This design comes from an exercise in tuning for small area, a short achievable clock period and few clock cycles per item on the open sky130 flow, not from production work. Where RTL was checked, it was by simulation tests only, not by an equivalence proof against the original. Function not checked in runs 2, 3 and 5 to 7: the RTL went through the layout flow alone. Power figures rest on the tool's default switching activity, not on a simulated workload.

### design/flow/design.v
`timescale 1ns / 1ps
module axi_stream_insert_header#(
		parameter 					DATA_WD=128,
		parameter 					DATA_BYTE_WD=DATA_WD/8,
		parameter 					BYTE_CNT_WD=$clog2(DATA_BYTE_WD)
    )(
		input clk,
		input rst_n,
		input 						valid_in,
		input [DATA_WD-1:0] 		data_in,
		input [DATA_BYTE_WD-1:0] 	keep_in,
		input 						las_in,
		output 						ready_in,
		output						valid_out,
		output [DATA_WD-1:0] 		data_out,
		output [DATA_BYTE_WD-1:0] 	keep_out,
		output						last_out,
		input						ready_out,
		input 						valid_insert,
		input [DATA_WD-1:0]			data_insert,
		input [DATA_BYTE_WD-1:0]	keep_insert,
		input [BYTE_CNT_WD:0]		byte_insert_cnt,
		output						ready_insert
	);
	localparam S_HDR  = 2'd0;	 
	localparam S_BODY = 2'd1;	 
	localparam S_TAIL = 2'd2;	 
	reg [1:0]					state;
	reg [DATA_WD-1:0]			acc;		 
	reg [BYTE_CNT_WD:0]			hcnt;		 
	reg [BYTE_CNT_WD:0]			tail_cnt;	 
	reg							r_valid_out;
	reg [DATA_WD-1:0] 			r_data_out;
	reg [DATA_BYTE_WD-1:0] 		r_keep_out;
	reg							r_last_out;
	assign valid_out 	=	r_valid_out;
	assign data_out  	=	r_data_out;
	assign keep_out  	=	r_keep_out;
	assign last_out 	=	r_last_out;
	wire out_free		=	~r_valid_out | ready_out;
	assign ready_insert	=	(state == S_HDR);
	assign ready_in 	=	(state == S_BODY) & out_free;
	wire [DATA_WD-1:0] hdr_aligned = data_insert << (8*(DATA_BYTE_WD - byte_insert_cnt));
	wire [2*DATA_WD-1:0] wide = {acc, {DATA_WD{1'b0}}} | ({data_in, {DATA_WD{1'b0}}} >> (8*hcnt));
	reg [BYTE_CNT_WD:0] in_cnt;
	integer i;
	always @(*) begin
		in_cnt = 0;
		for (i = 0; i < DATA_BYTE_WD; i = i + 1)
			in_cnt = in_cnt + keep_in[i];
	end
	wire [BYTE_CNT_WD+1:0] total = hcnt + in_cnt;
	wire [DATA_BYTE_WD-1:0] keep_total = ~({DATA_BYTE_WD{1'b1}} >> total);
	wire [DATA_BYTE_WD-1:0] keep_tail  = ~({DATA_BYTE_WD{1'b1}} >> tail_cnt);
	always @(posedge clk) begin
		if (!rst_n) begin
			state		<= S_HDR;
			r_valid_out	<= 1'b0;
		end
		else begin
			if (r_valid_out & ready_out)
				r_valid_out <= 1'b0;
			case (state)
			S_HDR: begin
				if (valid_insert) begin
					acc		<= hdr_aligned;
					hcnt	<= byte_insert_cnt;
					state	<= S_BODY;
				end
			end
			S_BODY: begin
				if (valid_in & out_free) begin
					r_valid_out	<= 1'b1;
					r_data_out	<= wide[2*DATA_WD-1:DATA_WD];
					acc			<= wide[DATA_WD-1:0];
					if (las_in & (total > DATA_BYTE_WD)) begin
						r_keep_out	<= {DATA_BYTE_WD{1'b1}};
						r_last_out	<= 1'b0;
						tail_cnt	<= total - DATA_BYTE_WD;
						state		<= S_TAIL;
					end
					else if (las_in) begin
						r_keep_out	<= keep_total;
						r_last_out	<= 1'b1;
						state		<= S_HDR;
					end
					else begin
						r_keep_out	<= {DATA_BYTE_WD{1'b1}};
						r_last_out	<= 1'b0;
					end
				end
			end
			S_TAIL: begin
				if (out_free) begin
					r_valid_out	<= 1'b1;
					r_data_out	<= acc;
					r_keep_out	<= keep_tail;
					r_last_out	<= 1'b1;
					state		<= S_HDR;
				end
			end
			default: state <= S_HDR;
			endcase
		end
	end
endmodule
### design/flow/config.mk
export PLATFORM = sky130hd
export DESIGN_NAME = axi_stream_insert_header
export DESIGN_NICKNAME = axi_stream_insert_header
export VERILOG_FILES = /design/flow/design.v
export SDC_FILE = /design/flow/constraint.sdc
export NUM_CORES = 4
export LEC_CHECK = 0
export CAP_MARGIN = 20
export CORE_AREA = 10 10 310 310
export DIE_AREA = 0 0 320 320
export SLEW_MARGIN = 20
### design/flow/constraint.sdc
create_clock -name core_clock -period 5.5 [get_ports {clk}]
set_input_delay 1.1000 -clock core_clock [delete_from_list [all_inputs] [get_ports {clk}]]
set_output_delay 1.1000 -clock core_clock [all_outputs]
set_load 0.01 [all_outputs]
### design/flow/run.sh
#!/bin/bash
# synth_recipe.tcl (not shown) runs the flow's synth.tcl, then flattens the netlist and writes it again
# the make line also repeats each setting of config.mk as NAME=value (left out here)
make -C /OpenROAD-flow-scripts/flow DESIGN_CONFIG=/design/flow/config.mk WORK_HOME=/design/flow/orfs CLKGATE_MAP_FILE= SYNTH_SCRIPT=/design/flow/synth_recipe.tcl finish
==> summary.txt, run 1 <==
Hold Crit Class=reg2reg; core box area=88,800 um2; EDFF count, synth=283; FF+latch count, synth=286; Final Critical Period=5.21 ns; initial antenna violation count=37; Yosys top cell area share=35.5%; Final Hold Fails=0; length in cells of the worst reg-to-reg path=7; asr flop ratio synth=0%; CTS tree=done; multi-input logic area=between 10,000 and 15,000 um2; Chip Width=320 um; Root Driver=clkbuf_16; Place WS=-0.565 ns; Mapped Nets=approximately 2,600; required time of the worst setup path=5.80 ns; top post-synthesis cells by area=edfxtp_1, mux4_2, mux2i_1, mux2_2, nand2_1; most frequent cells in the layout=clkdlybuf4s50_1, edfxtp_1, nand2_1, mux2i_1, mux4_2; maxcap violations=0; Hold Crit Endpoint=r_data_out[122]; Clock Latency Late Sink=0.59 ns; Leak=10.9 nW; first-pass GRT wire length=around 170,000 um; H-tree Lvls=2; yosys warns=1; Avg Inst Size Synth=10.7 um2; min setup slack post-route=between 0.2 and 0.3 ns; relative slew slack=approximately a fifth; I/O Buffers=430; Hold WS=0.488 ns; leading cell type in the layout, fill and taps excluded=clkdlybuf4s50_1; Slew @ Worst Pin=1.19 ns; total track usage=23.4%; vias in the first global route=roughly 22,000; # rows=109; fillcell total=8,872; Tot Pwr=about 8.6 mW; Final Max Tran Viols=0; IO Pins=between 400 and 500; largest net degree at the start of global routing=~120; status=timing/DRC/antenna clean; Post-Route WL=127,000 um; Sequential cell area=around 8600 um2; DP Area=29,700 um2; fin crit share=94.7%; final antenna-violating net count=0; Main synth FF type=edfxtp_1; synthesis-to-finish area growth=29.5%; Critical Path Start Type=input pin; routability cong.=0.978; Die ar.=102,000 um2; R2R Path End=r_data_out[4]; violation count after the first detailed-route iteration=3,796; fmax=a little under 0.2 GHz; Syn Inst Count=2,239; DP Cell Count=3,708; Via density=6.14; RSZ-0062 raised after global routing=false; worst r2r src=hcnt[0]; leading area contributor after synthesis=edfxtp_1; clock tree buffer depth=3; post-synthesis sequential area ratio=between 30% and 40%; Worst VDD drop=just under 0.0002 V; Setup TNS Final=0 ns; Layout Nets=2,905; DRC Markers=0; Initial Utilization=27.0%; WP data arrival=5.51 ns; Post-Layout Cell Count=between 3,000 and 4,000; clk slew on worst S/H paths=approximately 0.060 ns; Mapped Area=24,000 um2; Crit. End Element=register; drt pass-1 iters=6; Hold Buf Count CTS=0; Reg2Reg Setup Slack=1.23 ns; Power Dens Cells=about 280 nW/um2; Crit Path Class=in2reg; CP Max Fanout=5; layout cell share with drive strength beyond 1=between 10% and 20%; per-cell routed wire length=between 30 and 40 um; hold path startpoint=acc[122]; Final Setup Violations=0; global route overflow=0; hold path depth=1; DP HPWL=around 98,000 um; Yosys cell types=68; total CTS buffers=37; clock skew=0.0318 ns; CTS Sinks=286; Final Cell Area=31,000 um2; vias=23,200; post-layout util=34.9%; Die Y=320 um
==> state kept, by name, summed over array words and instances, names as in the netlist <==
signal,count
acc,128
hcnt,5
r_data_out,128
r_keep_out,16
r_last_out,1
r_valid_out,1
state,2
tail_cnt,5
==> critical path, stage by stage <==
cell	delay, ns
clkdlybuf4s50_1	0.43
fa_1	0.56
fa_1	0.44
fa_1	0.52
inv_1	0.05
fa_1	0.47
inv_1	0.05
fa_1	0.40
fa_2	0.41
a21o_1	0.21
a21oi_1	0.17
xnor2_1	0.16
a211oi_1	0.10
buf_4	0.14
nor3_2	0.14
buf_4	0.16
==> worst max path at each step <==
stage,startpoint,to,slack [ns],cells past startpoint
global placement,keep_in[11],tail_cnt[0],-0.53,17
floorplan,keep_in[11],tail_cnt[0],0.003,14
CTS,keep_in[11],tail_cnt[3],0.06,17
finish,keep_in[11],tail_cnt[4],0.29,16
detailed placement,keep_in[11],tail_cnt[2],-0.57,17
global route,keep_in[5],tail_cnt[4],0.05,17
==> repair_timing <==
| action | CTS | global route |
|---|---|---|
| gates resized for setup | 0 | 2 |
| buffers inserted | 0 | 0 |
| setup endpoints to repair | 0 | 7 |
==> final cells by class <==
class / count / share of cell area, %
multi-input combinational: 1711 / 46.9
sequential: 286 / 27.6
timing repair buffer: 515 / 16.4
tap: 1165 / 4.70
clock buffer: 42 / 3.11
clock inverter: 21 / 0.827
inverter: 31 / 0.375
antenna: 13 / 0.105
==> cells by family after synthesis <==
logic type / after synthesis / synth area share, %
mux: 467 / 28.6
flops: 286 / 35.7
xor+xnor: 7 / 0.256
simple gates: 532 / 9.86
compound gates: 681 / 19.9
buf+inv: 242 / 4.13
fa+ha+maj: 24 / 1.63
==> Yosys cell counts, types with 30 or more instances <==
master,instances
nand2_1,262
o22ai_1,50
o21ai_0,111
a21oi_1,91
edfxtp_1,283
buf_2,40
o21bai_1,85
nor2_1,108
mux4_2,163
a21o_1,56
mux2i_1,203
a22oi_1,39
buf_1,30
clkbuf_1,136
nand3_1,48
o221ai_1,37
mux2_2,101
==> report_power, final <==
group / internal, mW / total, mW / switching (mW)
combinational: 1.37 / 3.33 / 1.95
clock: 1.50 / 2.57 / 1.07
sequential: 2.67 / 2.73 / 0.0620
total: 5.54 / 8.63 / 3.09
==> layer usage <==
| metal | vias to the layer above | GRT usage (%) | wire [um] |
|---|---|---|---|
| li1 | 9596 | - | - |
| met1 | 11400 | 31.0 | 49500 |
| met2 | 1944 | 33.5 | 52800 |
| met3 | 248 | 10.2 | 19400 |
| met4 | 42 | 8.29 | 4830 |
| met5 | - | 0 | 283 |
Testbench counts, summed over its fixed seeds: cycles 28,051, bytes 373,248.
==> inputs of run 2 (changes only) <==
==> design/flow/design.v (replaced) <==
`timescale 1ns / 1ps
module axi_stream_insert_header#(
		parameter 					DATA_WD=128,
		parameter 					DATA_BYTE_WD=DATA_WD/8,
		parameter 					BYTE_CNT_WD=$clog2(DATA_BYTE_WD)
    )(
		input clk,
		input rst_n,
		input 						valid_in,
		input [DATA_WD-1:0] 		data_in,
		input [DATA_BYTE_WD-1:0] 	keep_in,
		input 						las_in,
		output 						ready_in,
		output						valid_out,
		output [DATA_WD-1:0] 		data_out,
		output [DATA_BYTE_WD-1:0] 	keep_out,
		output						last_out,
		input						ready_out,
		input 						valid_insert,
		input [DATA_WD-1:0]			data_insert,
		input [DATA_BYTE_WD-1:0]	keep_insert,
		input [BYTE_CNT_WD:0]		byte_insert_cnt,
		output						ready_insert
	);
	reg							body;		 
	reg							tail;		 
	reg [DATA_WD-1:0]			prev;		 
	reg [BYTE_CNT_WD-1:0]		t;			 
	wire split		=	las_in & keep_in[~t];
	wire in_go		=	body & valid_in & ready_out;
	wire pkt_end	=	ready_out & (tail | (body & valid_in & las_in & ~split));
	assign valid_out	=	tail | (body & valid_in);
	assign ready_in		=	ready_out & (tail | (body & ~split));
	assign ready_insert	=	~(body | tail) | pkt_end;
	assign last_out		=	tail | (las_in & ~split);
	wire [2*DATA_WD-1:0]		s0	=	{prev, data_in};
	wire [2*DATA_WD-1:0]		s1	=	t[3] ? {s0[2*DATA_WD-65:0], 64'b0} : s0;
	wire [2*DATA_WD-1:0]		s2	=	t[2] ? {s1[2*DATA_WD-33:0], 32'b0} : s1;
	wire [2*DATA_WD-1:0]		s3	=	t[1] ? {s2[2*DATA_WD-17:0], 16'b0} : s2;
	wire [2*DATA_WD-1:0]		s4	=	t[0] ? {s3[2*DATA_WD-9:0], 8'b0} : s3;
	assign data_out		=	s4[2*DATA_WD-1:DATA_WD];
	wire [2*DATA_BYTE_WD-1:0]	ksh	=	(tail ? {keep_in, {DATA_BYTE_WD{1'b0}}}
											  : {{DATA_BYTE_WD{1'b1}}, keep_in}) << t;
	assign keep_out		=	ksh[2*DATA_BYTE_WD-1:DATA_BYTE_WD];
	wire hdr_go		=	valid_insert & ready_insert;
	always @(posedge clk) begin
		if (!rst_n) begin
			body	<= 1'b0;
			tail	<= 1'b0;
		end
		else if (hdr_go) begin
			body	<= 1'b1;
			tail	<= 1'b0;
		end
		else if (pkt_end) begin
			body	<= 1'b0;
			tail	<= 1'b0;
		end
		else if (in_go & split) begin
			body	<= 1'b0;
			tail	<= 1'b1;
		end
	end
	always @(posedge clk) begin
		if (hdr_go) begin
			prev	<= data_insert;
			t		<= DATA_BYTE_WD - byte_insert_cnt;
		end
		else if (in_go)
			prev	<= data_in;
	end
endmodule
--- a/design/flow/config.mk
+++ b/design/flow/config.mk
@@ -6,6 +6,7 @@
 export NUM_CORES = 4
 export LEC_CHECK = 0
 export CAP_MARGIN = 20
-export CORE_AREA = 10 10 310 310
-export DIE_AREA = 0 0 320 320
+export CORE_AREA = 5 5 195 195
+export DIE_AREA = 0 0 200 200
+export SETUP_SLACK_MARGIN = 2.0
 export SLEW_MARGIN = 20
==> run 2 against run 1 <==
  * Sequential share of layout area decreased by 10 points
  * Clock power fell by 53%
  * Register-to-register slack gained 0.81 ns
==> summary.txt, run 2 <==
status=timing/DRC/antenna clean (unchanged); per-cell routed wire length=28.5 um (was 33.5 um); post-synthesis sequential area ratio=29.1% (was 35.7%); Initial Utilization=38.7% (was 27.0%); Critical Path Slowest Stage Cell=mux4_2 (was fa_1); yosys warns=1 (unchanged); Largest Register=prev; top layer reached by signal wires=met5 (unchanged); FF+latch count, synth=134 (was 286); Post-Route WL=59,900 um (was 127,000 um); initial antenna violation count=8 (was 37); Power Dens Cells=240 nW/um2 (was 278 nW/um2); Mapped Area=13,800 um2 (was 24,000 um2); EDFF count, synth=132 (was 283); H-tree Lvls=4 (was 2); Syn Inst Count=1,127 (was 2,239); crit path cell chain=buf_12 > buf_12 > buf_16 > mux4_2 > buf_6 > mux4_2 > buf_6 (was clkdlybuf4s50_1 > fa_1 > fa_1 > fa_1 > inv_1 > fa_1 > inv_1 > fa_1 > fa_2 > a21o_1 > a21oi_1 > xnor2_1 > a211oi_1 > buf_4 > nor3_2 > buf_4); fmax=0.264 GHz (was 0.192 GHz); Layout Nets=1,924 (was 2,905); CTS Sinks=134 (was 286); required time of the worst setup path=4.40 ns (was 5.80 ns); count leader, synth=mux2i_1 (was edfxtp_1); Final Cell Area=22,900 um2 (was 31,000 um2); leading area contributor after synthesis=edfxtp_1 (unchanged); vias in the first global route=12,700 (was 21,500); Avg Inst Size Synth=12.2 um2 (was 10.7 um2); layout cell share with drive strength beyond 1=58.6% (was 16.8%); total track usage=28.2% (was 23.4%); synthesis-to-finish area growth=66.4% (was 29.5%); Final Critical Period=3.79 ns (was 5.21 ns); first-pass GRT wire length=82,700 um (was 174,000 um); largest net degree at the start of global routing=129 (was 122); most frequent cells in the layout=mux2_4, clkdlybuf4s50_1, buf_6, edfxtp_1, mux4_2 (was clkdlybuf4s50_1, edfxtp_1, nand2_1, mux2i_1, mux4_2); maxcap violations=0 (unchanged); total CTS buffers=17 (was 37); WP data arrival=2.69 ns (was 5.51 ns); clock tree buffer depth=2 (was 3); Root Driver=clkbuf_16 (unchanged); DP HPWL=42,100 um (was 98,400 um); Via density=5.79 (was 6.14); clock skew=0.00396 ns (was 0.0318 ns); Die ar.=40,000 um2 (was 102,000 um2); Yosys cell types=42 (was 68); leading cell type in the layout, fill and taps excluded=mux2_4 (was clkdlybuf4s50_1); Main synth FF type=edfxtp_1 (unchanged); Clock Latency Late Sink=0.43 ns (was 0.59 ns); max reg flops=128; asr flop ratio synth=0% (unchanged); Die Y=200 um (was 320 um); Mapped Nets=1,427 (was 2,562); drt pass-1 iters=5 (was 6); Met2 Wirelength=31,700 um (was 52,800 um); Setup TNS Final=0 ns (unchanged); I/O Buffers=429 (was 430); Leak=9.10 nW (was 10.9 nW); met1 wire length=21,000 um (was 49,500 um); DP Area=18,500 um2 (was 29,700 um2); relative slew slack=37.9% (was 19.5%); routability cong.=0.879 (was 0.978); Hold Crit Class=reg2reg (unchanged); Yosys top cell area share=28.8% (was 35.5%); Synth top cells by count=mux2i_1, edfxtp_1, mux2_2, mux4_2, nor2_1 (was edfxtp_1, nand2_1, mux2i_1, mux4_2, clkbuf_1); Final Max Tran Viols=0 (unchanged); clk slew on worst S/H paths=0.06 ns (about the same); Final Hold Fails=0 (unchanged); Chip Width=200 um (was 320 um); RSZ-0062 raised after global routing=true (was false); Slew @ Worst Pin=0.932 ns (was 1.19 ns); Crit Path Class=reg2out (was in2reg); final antenna-violating net count=0 (unchanged); Critical Path Start Type=register (was input pin); IO Pins=447 (unchanged); max incr delay on CP=0.62 ns (was 0.56 ns); Worst VDD drop=0.000278 V (was 0.000196 V); Crit. End Element=output port (was register); vias=12,200 (was 23,200); DRC Markers=0 (unchanged); top post-synthesis cells by area=edfxtp_1, mux4_2, mux2i_1, mux2_4, mux2_2 (was edfxtp_1, mux4_2, mux2i_1, mux2_2, nand2_1); global route overflow=0 (unchanged); Regs by FF count=prev x128, t x4 (was acc x128, r_data_out x128, r_keep_out x16); fin crit share=69.0% (was 94.7%); metal3 WL=4560 um (was 19,400 um); CP Max Fanout=7 (was 5); core box area=35,600 um2 (was 88,800 um2); Final Setup Violations=0 (unchanged); # rows=69 (was 109); violation count after the first detailed-route iteration=631 (was 3,796); CTS tree=done (unchanged)
[run 2: cell count changes after synthesis, moves of 45 or more]
cell      delta
edfxtp_1   -151
nand3_1     -45
nand2_1    -235
o21bai_1    -85
clkbuf_1    -80
mux2_4      +98
mux4_2      -45
a21o_1      -54
o21ai_0     -89
[run 2: report_power, final]
part	internal, mW	switching (mW)
combinational	1.57	1.42
sequential	1.26	0.0520
clock	0.733	0.468
total	3.56	1.94
[run 2: worst paths after layout]
kind              from            to  slack (ns)  cells after the start
hold / removal    body          body        0.55                      2
setup reg to reg  t[2]      prev[43]        2.04                     10
setup / recovery  t[3]  data_out[20]        1.71                      7
hold reg to reg   body          body        0.55                      2
[run 2: metrics by stage]
| step | power, mW | hold WS [ns] | setup WS (ns) | std cells | util, % |
|---|---|---|---|---|---|
| after floorplan | 2.56 | 0.506 | 1.78 | 1127 | - |
| after global placement | 3.65 | 0.531 | 0.892 | 1937 | 52.0 |
| after detailed placement | 3.66 | 0.538 | 0.864 | 1938 | 52.0 |
| after CTS | 5.28 | 0.546 | 1.72 | 2055 | 60.9 |
| after global routing | 5.71 | 0.617 | 1.64 | 2099 | 64.4 |
| final | 5.51 | 0.547 | 1.71 | 2103 | 64.4 |
[run 2: kinds of logic after synthesis]
kind of cell | count (synthesis) | synth area share [%]
muxes | 558 | 55.9
and+or+nand+nor | 147 | 4.24
AOI/OAI and AO/OA | 146 | 5.92
buffers and inverters | 139 | 4.61
DFF | 134 | 29.1
xor gates and xnor gates | 2 | 0.127
adders and majority gates | 1 | 0.0908
[run 2: layout make-up]
cell class,count,area (um2)
fill,2797,12700
multi-input combinational,855,11300
timing repair buffer,585,6310
sequential,134,4010
tap,461,577
clock buffer,19,453
clock inverter,13,154
inverter,31,128
antenna,5,12.5
[run 2: metal layers]
layer | global-route usage (%) | vias to the layer above
li1 | - | 5462
met4 | 10.6 | 10
met5 | 0 | -
met3 | 8.73 | 96
met1 | 30.3 | 6139
met2 | 52.0 | 473
[run 2: repair_timing]
| action | in CTS | in global routing |
|---|---|---|
| hold buffers | 0 | 0 |
| endpoints found under the setup margin | 279 | 188 |
| setup buffers | 66 | 38 |
| pin swaps | 26 | 35 |
| cloned | 19 | 5 |
| resized for setup | 1192 | 334 |
[run 2: critical path, delay by kind of cell, from the launching register on]
| family | cells | cell delay (ns) |
|---|---|---|
| multiplexers | 2 | 1.11 |
| buffers and inverters | 5 | 0.75 |
| flip-flops | 1 | 0.37 |
==> inputs of run 3 (changes only) <==
--- a/design/flow/config.mk
+++ b/design/flow/config.mk
@@ -6,7 +6,7 @@
 export NUM_CORES = 4
 export LEC_CHECK = 0
 export CAP_MARGIN = 20
-export CORE_AREA = 5 5 195 195
-export DIE_AREA = 0 0 200 200
+export CORE_AREA = 10 10 310 310
+export DIE_AREA = 0 0 320 320
 export SETUP_SLACK_MARGIN = 2.0
 export SLEW_MARGIN = 20
==> run 3 against run 2 <==
  * Count of clock-buffer cells in the layout down 2
  * Utilization is 36 points lower
  * Critical path depth is 5 higher
  * Largest cell class unchanged
  * Combinational power up 17%
  * Critical path type unchanged
  * Still clean on timing, DRC and antenna
  * Routed wire length is 51% higher
==> summary.txt, run 3 <==
status=timing/DRC/antenna clean (unchanged); Final Setup Violations=0 (unchanged); Largest Register=prev (unchanged); global-route met1 utilization=19.7% (was 30.3%); FF+latch count, synth=134 (unchanged); IO Pins=447 (unchanged); Post-Route WL=90,200 um (was 59,900 um); Gate power share=57.7% (was 54.4%); crit path cell chain=buf_6 > buf_12 > buf_4 > buf_8 > buf_16 > buf_6 > mux2i_4 > mux2i_4 > buf_6 > mux2i_1 > mux2i_1 > buf_4 (was buf_12 > buf_12 > buf_16 > mux4_2 > buf_6 > mux4_2 > buf_6); max incr delay on CP=0.41 ns (was 0.62 ns); H-tree Lvls=4 (unchanged); Worst Path Buf+Inv=8 (was 5); Crit Path Class=reg2out (unchanged); relative slew slack=25.8% (was 37.9%); most frequent cells in the layout=clkdlybuf4s50_1, mux2_4, buf_6, edfxtp_1, buf_4 (was mux2_4, clkdlybuf4s50_1, buf_6, edfxtp_1, mux4_2); DP Area=19,600 um2 (was 18,500 um2); leading area contributor after synthesis=edfxtp_1 (unchanged); drt pass-1 iters=5 (unchanged); Die ar.=102,000 um2 (was 40,000 um2); initial antenna violation count=24 (was 8); Mapped Nets=1,427 (unchanged); Clock Latency Late Sink=0.51 ns (was 0.43 ns); Yosys cell types=42 (unchanged); global route overflow=0 (unchanged); Final Critical Period=4.01 ns (was 3.79 ns); CTS Sinks=134 (unchanged); Power Dens Cells=239 nW/um2 (was 240 nW/um2); leading cell type in the layout, fill and taps excluded=clkdlybuf4s50_1 (was mux2_4); fillcell total=9,028 (was 2,797); hold path startpoint=body (unchanged); DRC Markers=0 (unchanged); per-cell routed wire length=30.9 um (was 28.5 um); multi-input logic area=11,400 um2 (was 11,300 um2); maxcap violations=0 (unchanged); first-pass GRT wire length=119,000 um (was 82,700 um); max reg flops=128 (unchanged); switch share=39.5% (was 35.3%); Avg Inst Size Synth=12.2 um2 (unchanged); Crit path max-delay family=buffers and inverters (was multiplexers); Mapped Area=13,800 um2 (unchanged); Yosys top cell area share=28.8% (unchanged); Hold WS=0.565 ns (was 0.547 ns); Synth Area in Simple Gates=4.24% (unchanged); count leader, synth=mux2i_1 (unchanged); Synth top cells by count=mux2i_1, edfxtp_1, mux2_2, mux4_2, nor2_1 (unchanged); layout cell share with drive strength beyond 1=63.2% (was 58.6%); clock tree buffer depth=2 (unchanged); fin crit share=72.9% (was 69.0%); Crit. End Element=output port (unchanged); Chip Width=320 um (was 200 um); # rows=109 (was 69); Setup TNS Final=0 ns (unchanged); Critical Path Start Type=register (unchanged); min setup slack post-route=1.49 ns (was 1.71 ns); Place WS=0.696 ns (was 0.864 ns); Die Y=320 um (was 200 um); clk slew on worst S/H paths=0.08 ns (was 0.06 ns); Sequential cell area=4010 um2 (unchanged); Post-Synth Adder-Cell Area=0.0909% (unchanged); Flop pwr share=21.5% (was 23.7%); Regs by FF count=prev x128, t x4 (unchanged); largest net degree at the start of global routing=68 (was 129); gr busiest metal=met2 (unchanged); top post-synthesis cells by area=edfxtp_1, mux4_2, mux2i_1, mux2_4, mux2_2 (unchanged); Final Max Tran Viols=0 (unchanged); most common cell type on the critical path=buf_6; Leak=9.85 nW (was 9.10 nW); core box area=88,800 um2 (was 35,600 um2); asr flop ratio synth=0% (unchanged); DP HPWL=61,700 um (was 42,100 um); RSZ-0062 raised after global routing=true (unchanged); violation count after the first detailed-route iteration=685 (was 631); Final Hold Fails=0 (unchanged); total track usage=16.8% (was 28.2%); crit path launch=t[3] (unchanged); worst r2r src=t[3] (was t[2]); GR Util met2=29.0% (was 52.0%); CP Max Fanout=6 (was 7); Root Driver=clkbuf_16 (unchanged); post-synthesis sequential area ratio=29.1% (unchanged); Syn Inst Count=1,127 (unchanged); Clk pwr share=20.8% (was 21.8%); Via density=4.49 (was 5.79); Hold Buf Count CTS=0 (unchanged); fmax=0.249 GHz (was 0.264 GHz); clock skew=0.0139 ns (was 0.00396 ns); main combinational cell family by area after synthesis=multiplexers (unchanged); Slew @ Worst Pin=1.11 ns (was 0.932 ns); yosys warns=1 (unchanged); NetSw=2.40 mW (was 1.94 mW); complex-gate fraction of the synthesized area=5.92% (unchanged); XOR/XNOR share of the synthesized area=0.127% (unchanged); required time of the worst setup path=4.40 ns (about the same); Worst VDD drop=0.000265 V (was 0.000278 V); final antenna-violating net count=0 (unchanged); multiplexer share of the synthesized area=55.9% (unchanged); synthesis-to-finish area growth=84.1% (was 66.4%); routability cong.=0.818 (was 0.879); vias=13,100 (was 12,200); Final Cell Area=25,400 um2 (was 22,900 um2); EDFF count, synth=132 (unchanged); I/O Buffers=429 (unchanged); vias in the first global route=13,800 (was 12,700); met3 Use GR=5.85% (was 8.73%); total CTS buffers=17 (unchanged); WP data arrival=2.91 ns (was 2.69 ns); Hold Crit Class=reg2reg (unchanged); Initial Utilization=15.5% (was 38.7%); CTS tree=done (unchanged); Main synth FF type=edfxtp_1 (unchanged); post-layout util=28.6% (was 64.4%); Int Power=3.67 mW (was 3.56 mW); Critical Path Slowest Stage Cell=edfxtp_1 (was mux4_2); Layout Nets=2,038 (was 1,924)
==> run 3: cell counts after synthesis <==
No cell type changed its count.
==> run 3: per-stage QoR <==
step	instances	total power, mW
after global routing	2918	6.32
after global placement	2665	3.89
after CTS	2860	5.78
final	2919	6.06
after floorplan	1127	2.56
after detailed placement	2665	3.90
==> run 3: cell type report <==
class | instances | share of cell area, %
Sequential cell | 134 | 15.8
Antenna cell | 3 | 0.0296
Tap cell | 1165 | 5.75
Clock inverter | 15 | 0.627
Timing Repair Buffer | 697 | 30.5
Inverter | 31 | 0.498
Clock buffer | 17 | 1.68
Multi-Input combinational cell | 857 | 45.1
==> run 3: layer usage <==
layer	up-vias	wire length (um)
li1	5684	-
met1	6720	36800
met2	595	44400
met3	105	7000
met4	10	1920
met5	-	54
==> run 3: worst reg2reg max path, cell delays in order (launching register included) <==
cell	delay (ns)
edfxtp_1	0.41
buf_4	0.16
buf_8	0.12
buf_16	0.16
buf_12	0.14
mux4_2	0.30
mux4_2	0.57
buf_6	0.16
o21ai_4	0.13
buf_4	0.14
buf_8	0.10
nand2_8	0.12
buf_12	0.25
buf_16	0.15
mux2_4	0.34
==> run 3: path summary, 6_finish.rpt <==
check                           cells past startpoint  slack, ns           end
worst max-delay path                               12       1.49  data_out[52]
worst max register to register                     14       1.99      prev[12]
worst min-delay path                                2       0.57          body
worst min register to register                      2       0.57          body
==> run 3: repair_timing <==
item | CTS | global route
endpoints found under the setup margin | 275 | 253
buffers inserted | 129 | 49
hold endpoints to repair | 0 | 0
resized for setup | 1078 | 462
cloned | 34 | 7
pin swaps | 29 | 49
==> run 3: kinds of logic (layout without fill, tap and decap cells) <==
logic type | count (synthesis) | count (layout)
muxes | 558 | 558
and+or+nand+nor | 147 | 150
other | 0 | 3
AOI/OAI and AO/OA | 146 | 146
adders and majority gates | 1 | 1
buffers and inverters | 139 | 760
DFF | 134 | 134
xor gates and xnor gates | 2 | 2
==> run 3: power by group through the flow <==
stage	logic [mW]	registers, mW	clock network [mW]
CTS	3.18	1.30	1.30
global route	3.68	1.32	1.32
floorplan	1.26	1.30	0
detailed placement	2.58	1.32	0
global placement	2.57	1.32	0
finish	3.50	1.31	1.26
==> inputs of run 4 (changes only) <==
--- a/design/flow/design.v
+++ b/design/flow/design.v
@@ -33,12 +33,8 @@
 	assign ready_in		=	ready_out & (tail | (body & ~split));
 	assign ready_insert	=	~(body | tail) | pkt_end;
 	assign last_out		=	tail | (las_in & ~split);
-	wire [2*DATA_WD-1:0]		s0	=	{prev, data_in};
-	wire [2*DATA_WD-1:0]		s1	=	t[3] ? {s0[2*DATA_WD-65:0], 64'b0} : s0;
-	wire [2*DATA_WD-1:0]		s2	=	t[2] ? {s1[2*DATA_WD-33:0], 32'b0} : s1;
-	wire [2*DATA_WD-1:0]		s3	=	t[1] ? {s2[2*DATA_WD-17:0], 16'b0} : s2;
-	wire [2*DATA_WD-1:0]		s4	=	t[0] ? {s3[2*DATA_WD-9:0], 8'b0} : s3;
-	assign data_out		=	s4[2*DATA_WD-1:DATA_WD];
+	wire [2*DATA_WD-1:0]		dsh	=	{prev, data_in} << {t, 3'b000};
+	assign data_out		=	dsh[2*DATA_WD-1:DATA_WD];
 	wire [2*DATA_BYTE_WD-1:0]	ksh	=	(tail ? {keep_in, {DATA_BYTE_WD{1'b0}}}
 											  : {{DATA_BYTE_WD{1'b1}}, keep_in}) << t;
 	assign keep_out		=	ksh[2*DATA_BYTE_WD-1:DATA_BYTE_WD];
--- a/design/flow/config.mk
+++ b/design/flow/config.mk
@@ -8,5 +8,4 @@
 export CAP_MARGIN = 20
 export CORE_AREA = 10 10 310 310
 export DIE_AREA = 0 0 320 320
-export SETUP_SLACK_MARGIN = 2.0
 export SLEW_MARGIN = 20
==> run 4 against run 3 <==
  * Sequential share of layout area rose by 2.8 points
  * Flip-flop and latch count did not move
  * Register-to-register slack got worse by 0.36 ns
  * Area after synthesis rose by 12%
  * Final area fell by 15%
  * Global-route usage fell by 0.61 points
  * Clock power fell by 4%
  * Via count rose by 11%
  * Critical endpoint is now data_out[76]
  * Largest power group unchanged
  * Highest routed layer unchanged
==> summary.txt, run 4 <==
status=timing/DRC/antenna clean (unchanged); largest net degree at the start of global routing=177 (was 68); final antenna-violating net count=0 (unchanged); Final Max Tran Viols=0 (unchanged); Power Dens Cells=235 nW/um2 (was 239 nW/um2); layout cell share with drive strength beyond 1=19.8% (was 63.2%); NetSw=1.90 mW (was 2.40 mW); WP data arrival=3.62 ns (was 2.91 ns); global route overflow=0 (unchanged); Crit path max-delay family=buffers and inverters (unchanged); Clock Latency Late Sink=0.50 ns (was 0.51 ns); Main synth FF type=edfxtp_1 (unchanged); Mapped Nets=1,843 (was 1,427); clock tree buffer depth=2 (unchanged); CTS resizes=0 (was 1,078); Hold WS=0.559 ns (was 0.565 ns); Chip Width=320 um (unchanged); hold path startpoint=body (unchanged); multi-input logic area=10,700 um2 (was 11,400 um2); Syn Inst Count=1,543 (was 1,127); IO Pins=447 (unchanged); XOR/XNOR share of the synthesized area=0.114% (was 0.127%); Worst VDD drop=0.000185 V (was 0.000265 V); relative slew slack=28.5% (was 25.8%); Regs by FF count=prev x128, t x4 (unchanged); Hold Buf Count CTS=0 (unchanged); Die ar.=102,000 um2 (unchanged); max incr delay on CP=0.67 ns (was 0.41 ns); Mapped Area=15,400 um2 (was 13,800 um2); worst r2r src=t[2] (was t[3]); H-tree Lvls=4 (unchanged); synthesis-to-finish area growth=40.1% (was 84.1%); complex-gate fraction of the synthesized area=11.4% (was 5.92%); switch share=37.6% (was 39.5%); vias=14,600 (was 13,100); post-layout util=24.3% (was 28.6%); Post-Synth Adder-Cell Area=0.0813% (was 0.0909%); # rows=109 (unchanged); main combinational cell family by area after synthesis=multiplexers (unchanged); Worst Path Buf+Inv=2 (was 8); Avg Inst Size Synth=9.98 um2 (was 12.2 um2); Leak=8.07 nW (was 9.85 nW); total track usage=16.2% (was 16.8%); max reg flops=128 (unchanged); Gate power share=49.2% (was 57.7%); DRC Markers=0 (unchanged); Hold Crit Class=reg2reg (unchanged); multiplexer share of the synthesized area=45.3% (was 55.9%); crit path cell chain=buf_12 > mux4_2 > nand2_1 > nand2_1 > nor2_1 > a31oi_1 > clkdlybuf4s50_1 (was buf_6 > buf_12 > buf_4 > buf_8 > buf_16 > buf_6 > mux2i_4 > mux2i_4 > buf_6 > mux2i_1 > mux2i_1 > buf_4); Place WS=0.769 ns (was 0.696 ns); Post-Route WL=85,500 um (was 90,200 um); crit path launch=t[0] (was t[3]); Via density=4.77 (was 4.49); drt pass-1 iters=6 (was 5); leading area contributor after synthesis=edfxtp_1 (unchanged); post-synthesis sequential area ratio=26.0% (was 29.1%); top post-synthesis cells by area=edfxtp_1, mux4_2, mux2i_1, mux2_4, nand2_1 (was edfxtp_1, mux4_2, mux2i_1, mux2_4, mux2_2); required time of the worst setup path=4.40 ns (about the same); asr flop ratio synth=0% (unchanged); Synth Area in Simple Gates=12.5% (was 4.24%); CTS Sinks=134 (unchanged); Root Driver=clkbuf_16 (unchanged); DP HPWL=70,900 um (was 61,700 um); violation count after the first detailed-route iteration=1,305 (was 685); Largest Register=prev (unchanged); Slew @ Worst Pin=1.07 ns (was 1.11 ns); count leader, synth=nand2_1 (was mux2i_1); Critical Path Start Type=register (unchanged); postcts setup bufs=0 (was 129); fillcell total=9,523 (was 9,028); per-cell routed wire length=28.0 um (was 30.9 um); RSZ-0062 raised after global routing=false (was true); Final Critical Period=4.72 ns (was 4.01 ns); Die Y=320 um (unchanged); fin crit share=85.9% (was 72.9%); Int Power=3.17 mW (was 3.67 mW); clk slew on worst S/H paths=0.06 ns (was 0.08 ns); Clk pwr share=23.9% (was 20.8%); Setup TNS Final=0 ns (unchanged); initial antenna violation count=30 (was 24); clock skew=0.0130 ns (was 0.0139 ns); CTS tree=done (unchanged); Yosys cell types=45 (was 42); routability cong.=0.920 (was 0.818); CP Max Fanout=154 (was 6); Crit Path Class=reg2out (unchanged); Yosys top cell area share=25.7% (was 28.8%); most frequent cells in the layout=clkdlybuf4s50_1, nand2_1, mux2i_1, edfxtp_1, mux4_2 (was clkdlybuf4s50_1, mux2_4, buf_6, edfxtp_1, buf_4); I/O Buffers=429 (unchanged); fmax=0.212 GHz (was 0.249 GHz); vias in the first global route=14,500 (was 13,800); first-pass GRT wire length=117,000 um (was 119,000 um); leading cell type in the layout, fill and taps excluded=clkdlybuf4s50_1 (unchanged); maxcap violations=0 (unchanged); Crit. End Element=output port (unchanged); core box area=88,800 um2 (unchanged); Final Hold Fails=0 (unchanged); yosys warns=1 (unchanged); Layout Nets=2,175 (was 2,038); Tot Pwr=5.07 mW (was 6.06 mW); Sequential cell area=4000 um2 (was 4010 um2); Critical Path Slowest Stage Cell=clkdlybuf4s50_1 (was edfxtp_1); EDFF count, synth=132 (unchanged); min setup slack post-route=0.776 ns (was 1.49 ns); total CTS buffers=17 (unchanged); Final Setup Violations=0 (unchanged); Initial Utilization=17.3% (was 15.5%); most common cell type on the critical path=nand2_1 (was buf_6); Synth top cells by count=nand2_1, mux2i_1, edfxtp_1, mux4_2, mux2_4 (was mux2i_1, edfxtp_1, mux2_2, mux4_2, nor2_1); FF+latch count, synth=134 (unchanged); Flop pwr share=26.9% (was 21.5%)
## run 4: cell types whose count changed in the layout (fill, tap and decap cells not counted), sizes merged, moves of 21 or more
cell           before  now
nand3               3   35
a211oi              2   32
o211ai              1   22
a31oi               1   37
buf               403   37
clkdlybuf4s50     185  429
o21ai              23   66
mux2              219  185
nand2              31  314
o21a                1   24
inv                42    7
dlygate4sd2        78    0
mux2i             221  172
## run 4: worst paths after layout
path / to / slack, ns / depth (start not counted)
min reg2reg: body / 0.56 / 2
min: body / 0.56 / 2
max reg2reg: prev[25] / 1.63 / 7
max: data_out[76] / 0.78 / 7
## run 4: worst register-to-register path, stage by stage, from the launching register on
cell and delay (ns):
edfxtp_1 0.50, buf_4 0.51, mux4_2 0.60, mux4_2 0.53
o21ai_2 0.24, nand2_4 0.41, buf_12 0.43, mux2_4 0.40
## run 4: per-stage QoR
stage | instance area [um2] | cells
floorplan | 15400 | 1543
global placement | 21000 | 3020
detailed placement | 21000 | 3021
CTS | 21600 | 3051
global route | 21600 | 3051
finish | 21600 | 3054
## run 4: cell type report
class / count / share of cell area (%)
Multi-Input combinational cell: 1248 / 49.6
Clock buffer: 18 / 1.99
Sequential cell: 134 / 18.6
Timing Repair Buffer: 466 / 22.1
Antenna cell: 3 / 0.0348
Tap cell: 1165 / 6.76
Clock inverter: 12 / 0.731
Inverter: 8 / 0.162
## run 4: routing by layer
metal,part of all wire [%],track usage (%),up-vias
met5,0.20,0,-
met4,0.95,2.14,30
met3,9.7,6.06,82
met2,54,31.1,651
met1,35,16.8,7274
li1,-,-,6518
## run 4: kinds of logic after synthesis
group                      Yosys count
DFF                                134
AOI/OAI and AO/OA                  287
buffers and inverters              161
xor gates and xnor gates             2
and+or+nand+nor                    475
muxes                              483
adders and majority gates            1
## run 4: power by group through the flow
stage	Sequential, mW	Combinational [mW]	Clock, mW
6_report	1.37	2.49	1.21
5_1_grt	1.37	2.67	1.28
4_1_cts	1.36	2.50	1.25
3_5_place_dp	1.38	2.48	0
3_3_place_gp	1.39	2.48	0
2_1_floorplan	1.32	1.34	0
Testbench counts of run 4, summed over its fixed seeds: cycles 24,851, bytes 373,248.
==> inputs of run 5 (changes only) <==
--- a/design/flow/design.v
+++ b/design/flow/design.v
@@ -26,6 +26,7 @@
 	reg							tail;		 
 	reg [DATA_WD-1:0]			prev;		 
 	reg [BYTE_CNT_WD-1:0]		t;			 
+	reg [BYTE_CNT_WD-1:0]		tn;			 
 	wire split		=	las_in & keep_in[~t];
 	wire in_go		=	body & valid_in & ready_out;
 	wire pkt_end	=	ready_out & (tail | (body & valid_in & las_in & ~split));
@@ -33,11 +34,18 @@
 	assign ready_in		=	ready_out & (tail | (body & ~split));
 	assign ready_insert	=	~(body | tail) | pkt_end;
 	assign last_out		=	tail | (las_in & ~split);
-	wire [2*DATA_WD-1:0]		dsh	=	{prev, data_in} << {t, 3'b000};
-	assign data_out		=	dsh[2*DATA_WD-1:DATA_WD];
-	wire [2*DATA_BYTE_WD-1:0]	ksh	=	(tail ? {keep_in, {DATA_BYTE_WD{1'b0}}}
-											  : {{DATA_BYTE_WD{1'b1}}, keep_in}) << t;
-	assign keep_out		=	ksh[2*DATA_BYTE_WD-1:DATA_BYTE_WD];
+	wire [2*DATA_WD-1:0]		s0	=	{prev, data_in};
+	wire [2*DATA_WD-1:0]		s1	=	({s0[2*DATA_WD-65:0], 64'b0} & {2*DATA_WD{t[3]}}) | (s0 & {2*DATA_WD{tn[3]}});
+	wire [2*DATA_WD-1:0]		s2	=	({s1[2*DATA_WD-33:0], 32'b0} & {2*DATA_WD{t[2]}}) | (s1 & {2*DATA_WD{tn[2]}});
+	wire [2*DATA_WD-1:0]		s3	=	({s2[2*DATA_WD-17:0], 16'b0} & {2*DATA_WD{t[1]}}) | (s2 & {2*DATA_WD{tn[1]}});
+	wire [2*DATA_WD-1:0]		s4	=	({s3[2*DATA_WD-9:0],   8'b0} & {2*DATA_WD{t[0]}}) | (s3 & {2*DATA_WD{tn[0]}});
+	assign data_out		=	s4[2*DATA_WD-1:DATA_WD];
+	wire [2*DATA_BYTE_WD-1:0]	k0	=	tail ? {keep_in, {DATA_BYTE_WD{1'b0}}} : {{DATA_BYTE_WD{1'b1}}, keep_in};
+	wire [2*DATA_BYTE_WD-1:0]	k1	=	({k0[2*DATA_BYTE_WD-9:0], 8'b0} & {2*DATA_BYTE_WD{t[3]}}) | (k0 & {2*DATA_BYTE_WD{tn[3]}});
+	wire [2*DATA_BYTE_WD-1:0]	k2	=	({k1[2*DATA_BYTE_WD-5:0], 4'b0} & {2*DATA_BYTE_WD{t[2]}}) | (k1 & {2*DATA_BYTE_WD{tn[2]}});
+	wire [2*DATA_BYTE_WD-1:0]	k3	=	({k2[2*DATA_BYTE_WD-3:0], 2'b0} & {2*DATA_BYTE_WD{t[1]}}) | (k2 & {2*DATA_BYTE_WD{tn[1]}});
+	wire [2*DATA_BYTE_WD-1:0]	k4	=	({k3[2*DATA_BYTE_WD-2:0], 1'b0} & {2*DATA_BYTE_WD{t[0]}}) | (k3 & {2*DATA_BYTE_WD{tn[0]}});
+	assign keep_out		=	k4[2*DATA_BYTE_WD-1:DATA_BYTE_WD];
 	wire hdr_go		=	valid_insert & ready_insert;
 	always @(posedge clk) begin
 		if (!rst_n) begin
@@ -61,6 +69,7 @@
 		if (hdr_go) begin
 			prev	<= data_insert;
 			t		<= DATA_BYTE_WD - byte_insert_cnt;
+			tn		<= byte_insert_cnt - 1'b1;
 		end
 		else if (in_go)
 			prev	<= data_in;
--- a/design/flow/config.mk
+++ b/design/flow/config.mk
@@ -6,6 +6,7 @@
 export NUM_CORES = 4
 export LEC_CHECK = 0
 export CAP_MARGIN = 20
-export CORE_AREA = 10 10 310 310
-export DIE_AREA = 0 0 320 320
+export CORE_AREA = 5 5 195 195
+export DIE_AREA = 0 0 200 200
+export SETUP_SLACK_MARGIN = 2.0
 export SLEW_MARGIN = 20
==> run 5 against run 4 <==
  * Die area fell by 61%
  * Maximum frequency rose by 23%
  * Power rose by 6.4%
  * Via count fell by 1.2%
  * Count of clock-buffer cells in the layout rose by 4
  * Flip-flop and latch count rose by 4
  * Routed wire length fell by 16%
  * Sequential power barely moved
  * Largest power group unchanged
==> summary.txt, run 5 <==
status=timing/DRC/antenna clean (unchanged); vias=14,400 (was 14,600); DP HPWL=47,400 um (was 70,900 um); Final Max Tran Viols=0 (unchanged); Avg Inst Size Synth=10.0 um2 (was 9.98 um2); Final Hold Fails=0 (unchanged); global route overflow=0 (unchanged); Via density=6.56 (was 4.77); CP Max Fanout=6 (was 154); Slew @ Worst Pin=1.20 ns (was 1.07 ns); initial antenna violation count=2 (was 30); Mapped Nets=1,574 (was 1,843); fmax=0.261 GHz (was 0.212 GHz); leading cell type in the layout, fill and taps excluded=a22o_1 (was clkdlybuf4s50_1); Crit. End Element=output port (unchanged); drt pass-1 iters=8 (was 6); Largest Register=prev (unchanged); Crit path max-delay family=compound AO/OA/AOI/OAI gates (was buffers and inverters); Layout Nets=2,016 (was 2,175); Post-Route WL=71,800 um (was 85,500 um); RSZ-0062 raised after global routing=true (was false); max reg flops=128 (unchanged); Die ar.=40,000 um2 (was 102,000 um2); Critical Path Start Type=register (unchanged); Power Dens Cells=260 nW/um2 (was 235 nW/um2); R2R Path End=prev[93] (was prev[25]); Reg2Reg Setup Slack=2.04 ns (was 1.63 ns); Tot Pwr=5.39 mW (was 5.07 mW); relative slew slack=19.7% (was 28.5%); Hold Buf Count CTS=0 (unchanged); Main synth FF type=edfxtp_1 (unchanged); Die Y=200 um (was 320 um); total track usage=33.9% (was 16.2%); Final Setup Violations=0 (unchanged); hold path startpoint=body (unchanged); Critical Path Slowest Stage Cell=edfxtp_1 (was clkdlybuf4s50_1); Initial Utilization=35.8% (was 17.3%); # rows=69 (was 109); clk slew on worst S/H paths=0.07 ns (was 0.06 ns); layout cell share with drive strength beyond 1=43.6% (was 19.8%); maxcap violations=0 (unchanged); routability cong.=0.882 (was 0.920); clock skew=0.0121 ns (was 0.0130 ns); total CTS buffers=17 (unchanged); max incr delay on CP=0.42 ns (was 0.67 ns); core box area=35,600 um2 (was 88,800 um2); Hold Crit Endpoint=body (unchanged); Final Critical Period=3.83 ns (was 4.72 ns); most frequent cells in the layout=a22o_1, clkdlybuf4s50_1, edfxtp_1, buf_2, buf_4 (was clkdlybuf4s50_1, nand2_1, mux2i_1, edfxtp_1, mux4_2); Crit Path Class=reg2out (unchanged); Regs by FF count=prev x128, t x4, tn x4 (was prev x128, t x4); count leader, synth=a22o_1 (was nand2_1); Setup TNS Final=0 ns (unchanged); Clock Latency Late Sink=0.45 ns (was 0.50 ns); top post-synthesis cells by area=edfxtp_1, a22o_1, mux2_4, a22oi_1, mux2_2 (was edfxtp_1, mux4_2, mux2i_1, mux2_4, nand2_1); per-cell routed wire length=32.8 um (was 28.0 um); final antenna-violating net count=0 (unchanged); vias in the first global route=14,000 (was 14,500); WP data arrival=2.73 ns (was 3.62 ns); FF+latch count, synth=138 (was 134); CTS Sinks=138 (was 134); H-tree Lvls=4 (unchanged); required time of the worst setup path=4.40 ns (about the same); Leak=8.49 nW (was 8.07 nW); Hold WS=0.669 ns (was 0.559 ns); violation count after the first detailed-route iteration=1,841 (was 1,305); leading area contributor after synthesis=edfxtp_1 (unchanged); post-synthesis sequential area ratio=32.4% (was 26.0%); Yosys cell types=51 (was 45); IO Pins=447 (unchanged); Hold Crit Class=reg2reg (unchanged); DRC Markers=0 (unchanged); I/O Buffers=429 (unchanged); Chip Width=200 um (was 320 um); synthesis-to-finish area growth=62.8% (was 40.1%); asr flop ratio synth=0% (unchanged); CTS tree=done (unchanged); crit path cell chain=buf_12 > buf_16 > buf_16 > a221o_1 > a21o_1 > a221o_1 > buf_4 > a22o_1 > buf_2 (was buf_12 > mux4_2 > nand2_1 > nand2_1 > nor2_1 > a31oi_1 > clkdlybuf4s50_1); fin crit share=69.7% (was 85.9%); Syn Inst Count=1,273 (was 1,543); Yosys top cell area share=32.0% (was 25.7%); first-pass GRT wire length=98,700 um (was 117,000 um); worst r2r src=t[2] (unchanged); EDFF count, synth=136 (was 132); Worst VDD drop=0.000231 V (was 0.000185 V); Root Driver=clkbuf_16 (unchanged); clock tree buffer depth=2 (unchanged); hold path depth=2 (unchanged); yosys warns=1 (unchanged); Worst Path Buf+Inv=5 (was 2); Mapped Area=12,700 um2 (was 15,400 um2); largest net degree at the start of global routing=138 (was 177); Synth top cells by count=a22o_1, edfxtp_1, a22oi_1, clkbuf_1, mux2_4 (was nand2_1, mux2i_1, edfxtp_1, mux4_2, mux2_4); length in cells of the worst reg-to-reg path=9 (was 7)
==> run 5: changes by cell type after synthesis, moves of 51 or more <==
cell     change
a21oi_1     -51
a22o_1     +372
a22oi_1    +104
mux2i_1    -164
mux4_2     -126
nand2_1    -236
nor2_1      -55
==> run 5: routing by layer <==
metal	vias to the layer above	wire [um]	GRT usage [%]
met5	-	0	0
met4	0	3610	14.5
met3	154	8180	10.3
met2	943	31900	52.4
met1	7089	28100	44.1
li1	6193	-	-
==> run 5: final cells by class <==
| cell class | instances | area, um2 |
|---|---|---|
| inverter | 12 | 52.6 |
| clock inverter | 10 | 93.8 |
| fill | 3142 | 14800 |
| multi-input combinational | 963 | 9720 |
| antenna | 2 | 5.00 |
| clock buffer | 22 | 464 |
| sequential | 138 | 4130 |
| timing repair buffer | 583 | 5700 |
| tap | 461 | 577 |
==> run 5: worst max path at each step <==
stage	from	slack, ns	cells past startpoint	to
after floorplan	keep_in[12]	1.99	7	prev[0]
after global placement	data_in[116]	0.96	6	data_out[76]
after detailed placement	data_in[116]	0.97	6	data_out[76]
after CTS	t[3]	1.69	9	keep_out[13]
after global routing	t[3]	1.63	9	keep_out[13]
final	t[3]	1.67	9	keep_out[13]
==> run 5: worst min-delay path, stage by stage (launching register included) <==
cell	delay [ns]
dfxtp_1	0.34
a21boi_0	0.13
o21a_1	0.16
==> run 5: logic make-up (layout without fill, tap and decap cells) <==
logic type               after synthesis  in the layout  share of synthesized area (%)
other                                  0              2                              0
adder cells (fa/ha/maj)                2              2                          0.196
XOR/XNOR                               3              3                          0.206
AO/OA/AOI/OAI                        697            697                           43.1
buffers and inverters                173            627                           5.89
AND/OR/NAND/NOR                      124            125                           3.91
multiplexers                         136            136                           14.3
flip-flops                           138            138                           32.4
==> run 5: what timing repair did <==
| action | CTS | global route |
|---|---|---|
| gates resized for setup | 1104 | 115 |
| buffers inserted | 89 | 16 |
| cloned | 20 | 3 |
| pin swaps | 216 | 54 |
| endpoints found under the setup margin | 147 | 231 |
==> run 5: power breakdown <==
group | total (mW) | switching (mW) | internal, mW
clock network | 1.15 | 0.505 | 0.646
logic | 2.89 | 1.54 | 1.35
registers | 1.36 | 0.0582 | 1.30
total | 5.39 | 2.10 | 3.30
==> run 5: through the flow <==
step           cells  instance area, um2  setup slack (ns)  util [%]
6_report        2191               20700              1.67      58.3
5_1_grt         2190               20700              1.63      58.3
4_1_cts         2170               20200              1.69      56.9
3_5_place_dp    2029               17300             0.974      48.7
3_3_place_gp    2027               17300             0.964      48.6
2_1_floorplan   1273               12700              1.99         -
==> inputs of run 6 (changes only) <==
==> design/flow/flow/run.sh (new file) <==
#!/bin/bash
# Standard layout, with the port buffers made of the smallest buffer cell
# (the timing repair may still resize them).
set -euo pipefail
export BUFFER_PORTS_ARGS="-buffer_cell sky130_fd_sc_hd__buf_1"
bash standard.sh > standard.log 2>&1
==> design/flow/standard.sh (new file) <==
#!/bin/bash
# synth_recipe.tcl (not shown) runs the flow's synth.tcl, then flattens the netlist and writes it again
# the make line also repeats each setting of config.mk as NAME=value (left out here)
make -C /OpenROAD-flow-scripts/flow DESIGN_CONFIG=/design/flow/config.mk WORK_HOME=/design/flow/orfs CLKGATE_MAP_FILE= SYNTH_SCRIPT=/design/flow/synth_recipe.tcl "${@:-finish}"
removed: design/flow/run.sh
==> run 6 against run 5 <==
  * Highest routed layer unchanged
  * Largest power group unchanged
  * Area after synthesis unchanged
  * Hold slack worse by 0.0046 ns
  * Critical path depth shrank 2
  * Largest cell class unchanged
  * Sequential power hardly changed
  * Power decreased by 6.0%
  * Register-to-register slack improved by 0.09 ns
  * Worst setup slack improved by 0.093 ns
  * First-iteration DRC count fell by 5.4%
  * Flip-flop and latch count stayed put
==> summary.txt, run 6 <==
status=timing/DRC/antenna clean (unchanged); post-synthesis sequential area ratio=32.4% (unchanged); RSZ-0062 raised after global routing=true (unchanged); Power Dens Cells=286 nW/um2 (was 260 nW/um2); WP data arrival=2.64 ns (was 2.73 ns); most frequent cells in the layout=buf_1, a22o_1, edfxtp_1, mux2_4, nand2_1 (was a22o_1, clkdlybuf4s50_1, edfxtp_1, buf_2, buf_4); min setup slack post-route=1.76 ns (was 1.67 ns); Post-Route WL=68,700 um (was 71,800 um); worst r2r src=t[2] (unchanged); Initial Utilization=35.8% (unchanged); Mapped Nets=1,574 (unchanged); Hold WS=0.665 ns (was 0.669 ns); first-pass GRT wire length=93,100 um (was 98,700 um); FF+latch count, synth=138 (unchanged); max reg flops=128 (unchanged); top post-synthesis cells by area=edfxtp_1, a22o_1, mux2_4, a22oi_1, mux2_2 (unchanged); Root Driver=clkbuf_16 (unchanged); # rows=69 (unchanged); Chip Width=200 um (unchanged); hold path startpoint=body (unchanged); clock skew=0.0175 ns (was 0.0121 ns); Yosys cell types=51 (unchanged); Hold Crit Class=reg2reg (unchanged); vias in the first global route=13,200 (was 14,000); Clock Latency Late Sink=0.45 ns (about the same); Die ar.=40,000 um2 (unchanged); H-tree Lvls=4 (unchanged); Slew @ Worst Pin=0.991 ns (was 1.20 ns); Synth top cells by count=a22o_1, edfxtp_1, a22oi_1, clkbuf_1, mux2_4 (unchanged); Leak=6.73 nW (was 8.49 nW); Syn Inst Count=1,273 (unchanged); Final Max Tran Viols=0 (unchanged); Crit. End Element=output port (unchanged); vias=14,000 (was 14,400); required time of the worst setup path=4.40 ns (about the same); Final Critical Period=3.74 ns (was 3.83 ns); Layout Nets=1,953 (was 2,016); crit path launch=keep_in[1] (was t[3]); initial antenna violation count=0 (was 2); DP HPWL=46,500 um (was 47,400 um); fin crit share=68.0% (was 69.7%); final antenna-violating net count=0 (unchanged); total CTS buffers=17 (unchanged); Critical Path Start Type=input pin (was register); Place WS=1.60 ns (was 0.974 ns); CP Max Fanout=3 (was 6); IO Pins=447 (unchanged); Regs by FF count=prev x128, t x4, tn x4 (unchanged); asr flop ratio synth=0% (unchanged); leading cell type in the layout, fill and taps excluded=buf_1 (was a22o_1); DP Area=14,500 um2 (was 17,300 um2); layout cell share with drive strength beyond 1=30.8% (was 43.6%); Mapped Area=12,700 um2 (unchanged); Yosys top cell area share=32.0% (unchanged); Die Y=200 um (unchanged); total track usage=32.2% (was 33.9%); DRC Markers=0 (unchanged); fmax=0.267 GHz (was 0.261 GHz); Largest Register=prev (unchanged); Crit Path Class=in2out (was reg2out); length in cells of the worst reg-to-reg path=10 (was 9); core box area=35,600 um2 (unchanged); Via density=6.60 (was 6.56); clock tree buffer depth=2 (unchanged); DP Cell Count=2,025 (was 2,029); Post-Layout Cell Count=2,127 (was 2,191); drt pass-1 iters=6 (was 8); synthesis-to-finish area growth=39.3% (was 62.8%); CTS Sinks=138 (unchanged); EDFF count, synth=136 (unchanged); Final Cell Area=17,700 um2 (was 20,700 um2); Setup TNS Final=0 ns (unchanged); largest net degree at the start of global routing=79 (was 138); relative slew slack=33.9% (was 19.7%); Final Hold Fails=0 (unchanged); maxcap violations=0 (unchanged); Worst VDD drop=0.000246 V (was 0.000231 V); global route overflow=0 (unchanged); Final Setup Violations=0 (unchanged); violation count after the first detailed-route iteration=1,741 (was 1,841); clk slew on worst S/H paths=0.07 ns (about the same); I/O Buffers=429 (unchanged); Avg Inst Size Synth=10.0 um2 (unchanged); CTS tree=done (unchanged); yosys warns=1 (unchanged); leading area contributor after synthesis=edfxtp_1 (unchanged); per-cell routed wire length=32.3 um (was 32.8 um); count leader, synth=a22o_1 (unchanged); Hold Buf Count CTS=0 (unchanged); Main synth FF type=edfxtp_1 (unchanged); routability cong.=0.911 (was 0.882); hold path depth=2 (unchanged)
## run 6: cell count changes in the layout (fill, tap and decap cells not counted), sizes merged, moves of 3 or more
cell	before	now
dlygate4sd2	85	0
clkdlybuf4s50	176	0
bufbuf	7	10
clkbuf	37	33
buf	285	497
clkdlybuf4s15	15	0
## run 6: critical path, stage by stage
cell and delay (ns):
buf_1 0.14, a22o_1 0.30, nand2b_4 0.17, a21o_1 0.20, a221o_1 0.33, a22o_1 0.26
clkbuf_2 0.13
## run 6: cell families (layout without fill, tap and decap cells)
| group | Yosys count | after routing | share of synthesized area, % |
|---|---|---|---|
| adders and majority gates | 2 | 2 | 0.196 |
| other | 0 | 1 | 0 |
| xor gates and xnor gates | 3 | 3 | 0.206 |
| AOI/OAI and AO/OA | 697 | 697 | 43.1 |
| buffers and inverters | 173 | 565 | 5.89 |
| muxes | 136 | 136 | 14.3 |
| and+or+nand+nor | 124 | 124 | 3.91 |
| DFF | 138 | 138 | 32.4 |
## run 6: power by group
part,leakage [nW],internal [mW],switching [mW]
registers,1.33,1.30,0.0556
clock network,0.277,0.710,0.497
logic,5.13,1.04,1.47
total,6.73,3.04,2.03
## run 6: repair_timing
item	4_1_cts	5_1_grt
gates resized for setup	284	107
setup endpoints to repair	327	156
pin swaps	67	26
gates cloned	15	2
buffers inserted	43	9
hold endpoints to repair	0	0
## run 6: path summary, 6_finish.rpt
kind,end,slack [ns]
setup reg to reg,prev[116],2.13
setup / recovery,keep_out[13],1.76
hold / removal,body,0.66
hold reg to reg,body,0.66
## run 6: per-stage QoR
step | util (%) | total power, mW
4_1_cts | 48.3 | 4.91
3_5_place_dp | 40.8 | 3.33
2_1_floorplan | - | 2.59
6_report | 49.9 | 5.07
3_3_place_gp | 40.8 | 3.32
5_1_grt | 49.9 | 5.22
## run 6: cell type report
cell class	count	area (um2)
diodes	1	2.50
repair buffers	520	3030
inverters	12	70.1
clock buffers	20	437
flip-flops and latches	138	4130
multi-input cells	962	9350
fillers	3360	17800
clock inverters	12	148
well taps	461	577
repair inverters	1	7.51
## run 6: metal layers
metal,vias up,global-route usage [%],wire length (um)
met4,0,10.9,2520
met3,117,8.14,7560
met5,-,0,0
li1,6054,-,-
met1,6862,44.6,28200
met2,998,49.2,30400
==> inputs of run 7 (changes only) <==
--- a/design/flow/config.mk
+++ b/design/flow/config.mk
@@ -5,6 +5,7 @@
 export SDC_FILE = /design/flow/constraint.sdc
 export NUM_CORES = 4
 export LEC_CHECK = 0
+export ABC_CLOCK_PERIOD_IN_PS = 1500
 export CAP_MARGIN = 20
 export CORE_AREA = 5 5 195 195
 export DIE_AREA = 0 0 200 200
==> run 7 against run 6 <==
  * Still clean
  * Critical path type unchanged
  * Via count is the same
  * First-iteration DRC count is the same
  * Clock skew is the same
==> summary.txt, run 7 <==
status=timing/DRC/antenna clean (unchanged); vias in the first global route=13,200 (unchanged); hold path startpoint=body (unchanged); vias=14,000 (unchanged); total CTS buffers=17 (unchanged); XOR/XNOR share of the synthesized area=0.206% (unchanged); per-cell routed wire length=32.3 um (unchanged); Leak=6.73 nW (unchanged); Final Max Tran Viols=0 (unchanged); DRC Markers=0 (unchanged); I/O Buffers=429 (unchanged); fin crit share=68.0% (unchanged); final antenna-violating net count=0 (unchanged); crit path launch=keep_in[1] (unchanged); complex-gate fraction of the synthesized area=43.1% (unchanged); top post-synthesis cells by area=edfxtp_1, a22o_1, mux2_4, a22oi_1, mux2_2 (unchanged); Setup TNS Final=0 ns (unchanged); relative slew slack=33.9% (unchanged); clock skew=0.0175 ns (unchanged); Hold Crit Class=reg2reg (unchanged); first-pass GRT wire length=93,100 um (unchanged); core box area=35,600 um2 (unchanged); Mapped Area=12,700 um2 (unchanged); Worst VDD drop=0.000246 V (unchanged); total track usage=32.2% (unchanged); worst r2r src=t[2] (unchanged); IO Pins=447 (unchanged); largest net degree at the start of global routing=79 (unchanged); DP HPWL=46,500 um (unchanged); RSZ-0062 raised after global routing=true (unchanged); Clock Latency Late Sink=0.45 ns (about the same); Die ar.=40,000 um2 (unchanged); Post-Route WL=68,700 um (unchanged); CTS Sinks=138 (unchanged); # rows=69 (unchanged); routability cong.=0.911 (unchanged); clock tree buffer depth=2 (unchanged); leading cell type in the layout, fill and taps excluded=buf_1 (unchanged); Post-Synth Adder-Cell Area=0.196% (unchanged); layout cell share with drive strength beyond 1=30.8% (unchanged); drt pass-1 iters=6 (unchanged); initial antenna violation count=0 (unchanged); GR Util met2=49.2% (unchanged); Crit. End Element=output port (unchanged); asr flop ratio synth=0% (unchanged); Synth top cells by count=a22o_1, edfxtp_1, a22oi_1, clkbuf_1, mux2_4 (unchanged); yosys warns=1 (unchanged); Final Cell Area=17,700 um2 (unchanged); Root Driver=clkbuf_16 (unchanged); multiplexer share of the synthesized area=14.3% (unchanged); Final Hold Fails=0 (unchanged); Crit Path Class=in2out (unchanged); global-route met1 utilization=44.6% (unchanged); leading area contributor after synthesis=edfxtp_1 (unchanged); Synth Area in Simple Gates=3.91% (unchanged); Final Setup Violations=0 (unchanged); Slew @ Worst Pin=0.991 ns (unchanged); Hold Buf Count CTS=0 (unchanged); most frequent cells in the layout=buf_1, a22o_1, edfxtp_1, mux2_4, nand2_1 (unchanged); Tot Pwr=5.07 mW (unchanged); EDFF count, synth=136 (unchanged); met3 Use GR=8.14% (unchanged); violation count after the first detailed-route iteration=1,741 (unchanged); Largest Register=prev (unchanged); global route overflow=0 (unchanged); Power Dens Cells=286 nW/um2 (unchanged); Yosys cell types=51 (unchanged); Initial Utilization=35.8% (unchanged); clk slew on worst S/H paths=0.07 ns (about the same); Reg2Reg Setup Slack=2.13 ns (about the same); Regs by FF count=prev x128, t x4, tn x4 (unchanged); Hold WS=0.665 ns (unchanged); Yosys top cell area share=32.0% (unchanged); WP data arrival=2.64 ns (about the same); Avg Inst Size Synth=10.0 um2 (unchanged); Syn Inst Count=1,273 (unchanged); gr busiest metal=met2 (unchanged); Via density=6.60 (unchanged); Layout Nets=1,953 (unchanged); Main synth FF type=edfxtp_1 (unchanged); synthesis-to-finish area growth=39.3% (unchanged); H-tree Lvls=4 (unchanged); Die Y=200 um (unchanged); max reg flops=128 (unchanged); maxcap violations=0 (unchanged); Mapped Nets=1,574 (unchanged); post-synthesis sequential area ratio=32.4% (unchanged); FF+latch count, synth=138 (unchanged); DP Area=14,500 um2 (unchanged); CP Max Fanout=3 (unchanged); required time of the worst setup path=4.40 ns (about the same); fmax=0.267 GHz (unchanged); count leader, synth=a22o_1 (unchanged); Final Critical Period=3.74 ns (unchanged); Critical Path Start Type=input pin (unchanged); main combinational cell family by area after synthesis=compound AO/OA/AOI/OAI gates (unchanged); CTS tree=done (unchanged); Chip Width=200 um (unchanged)
run 7: cell counts in the layout (fill, tap and decap cells not counted):
No cell type changed its count.
run 7: layer usage:
metal / routed length, um / share of wire, %
met5: 0 / 0
met4: 2520 / 3.7
met3: 7560 / 11
met2: 30400 / 44
met1: 28200 / 41
run 7: path summary, 6_finish.rpt:
kind	to	cells past startpoint
hold reg to reg	body	2
hold / removal	body	2
setup / recovery	keep_out[13]	7
setup reg to reg	prev[116]	10
run 7: report_power, final:
group	internal (mW)	switching (mW)
Clock	0.710	0.497
Sequential	1.30	0.0556
Combinational	1.04	1.47
run 7: critical path, stage by stage:
cell and delay [ns]:
buf_1 0.14, a22o_1 0.30, nand2b_4 0.17, a21o_1 0.20
a221o_1 0.33, a22o_1 0.26, clkbuf_2 0.13
run 7: repair_timing:
item	CTS	global route
cloned	15	2
buffers inserted	43	9
endpoints found under the setup margin	327	156
gates resized for setup	284	107
pin swaps	67	26
run 7: cell type report:
type | count | area, um2
fill | 3360 | 17800
inverter | 12 | 70.1
timing repair inverter | 1 | 7.51
clock inverter | 12 | 148
tap | 461 | 577
sequential | 138 | 4130
antenna | 1 | 2.50
multi-input combinational | 962 | 9350
clock buffer | 20 | 437
timing repair buffer | 520 | 3030
run 7: metrics by stage:
step | worst slack (ns) | std cells | util, %
final | 1.76 | 2127 | 49.9
after global routing | 1.72 | 2126 | 49.9
after CTS | 1.81 | 2115 | 48.3
after detailed placement | 1.60 | 2025 | 40.8
after global placement | 1.60 | 2025 | 40.8
after floorplan | 1.99 | 1273 | -
run 7: cell families (layout without fill, tap and decap cells):
family,after synthesis,in the layout
buffers and inverters,173,565
other,0,1
xor gates and xnor gates,3,3
muxes,136,136
and+or+nand+nor,124,124
DFF,138,138
adders and majority gates,2,2
AOI/OAI and AO/OA,697,697

==> afterwards: timing with drivers on the ports <==
No port has a modelled driver above. Below, the same layouts with a new extraction and two added sets of constraints. Step 1, drivers: a clkbuf_16 drives clk and a buf_2 each remaining input, both assumed. Step 2 adds t to the input delays and takes it off the output delays; t is the mean of the earliest and latest rising clock arrival at the registers after step 1. Input paths then give back, and output paths get back, about the clock's delay inside the block. Slacks: ideal / step 1 / step 2; pairs: ideal / step 1.
| run | t (ns) | setup WS [ns] | hold WS [ns] | latest minus earliest clock arrival (ns) | worst register clock-pin slew, ns |
|---|---|---|---|---|---|
| run 1 | 0.643 | 0.292 / 0.333 / -0.310 | 0.488 / 0.488 / 0.488 | 0.032 / 0.032 | 0.07 / 0.07 |
| run 2 | 0.487 | 1.708 / 1.652 / 1.510 | 0.547 / 0.547 / 0.547 | 0.006 / 0.006 | 0.06 / 0.06 |
| run 3 | 0.567 | 1.489 / 1.428 / 1.426 | 0.565 / 0.565 / 0.565 | 0.020 / 0.020 | 0.08 / 0.08 |
| run 4 | 0.554 | 0.776 / 0.711 / 0.751 | 0.559 / 0.559 / 0.559 | 0.016 / 0.016 | 0.07 / 0.07 |
| run 5 | 0.504 | 1.665 / 1.609 / 1.312 | 0.669 / 0.669 / 0.669 | 0.014 / 0.013 | 0.07 / 0.07 |
| run 6 | 0.500 | 1.758 / 1.732 / 1.696 | 0.665 / 0.665 / 0.665 | 0.018 / 0.017 | 0.07 / 0.07 |
| run 7 | 0.500 | 1.758 / 1.732 / 1.696 | 0.665 / 0.665 / 0.665 | 0.018 / 0.017 | 0.07 / 0.07 |
Met with ideal ports but missed after step 2: setup timing in run 1. The setup slack of run 1, which loses most, moves by +0.041 ns with the drivers and by -0.602 ns with both steps.
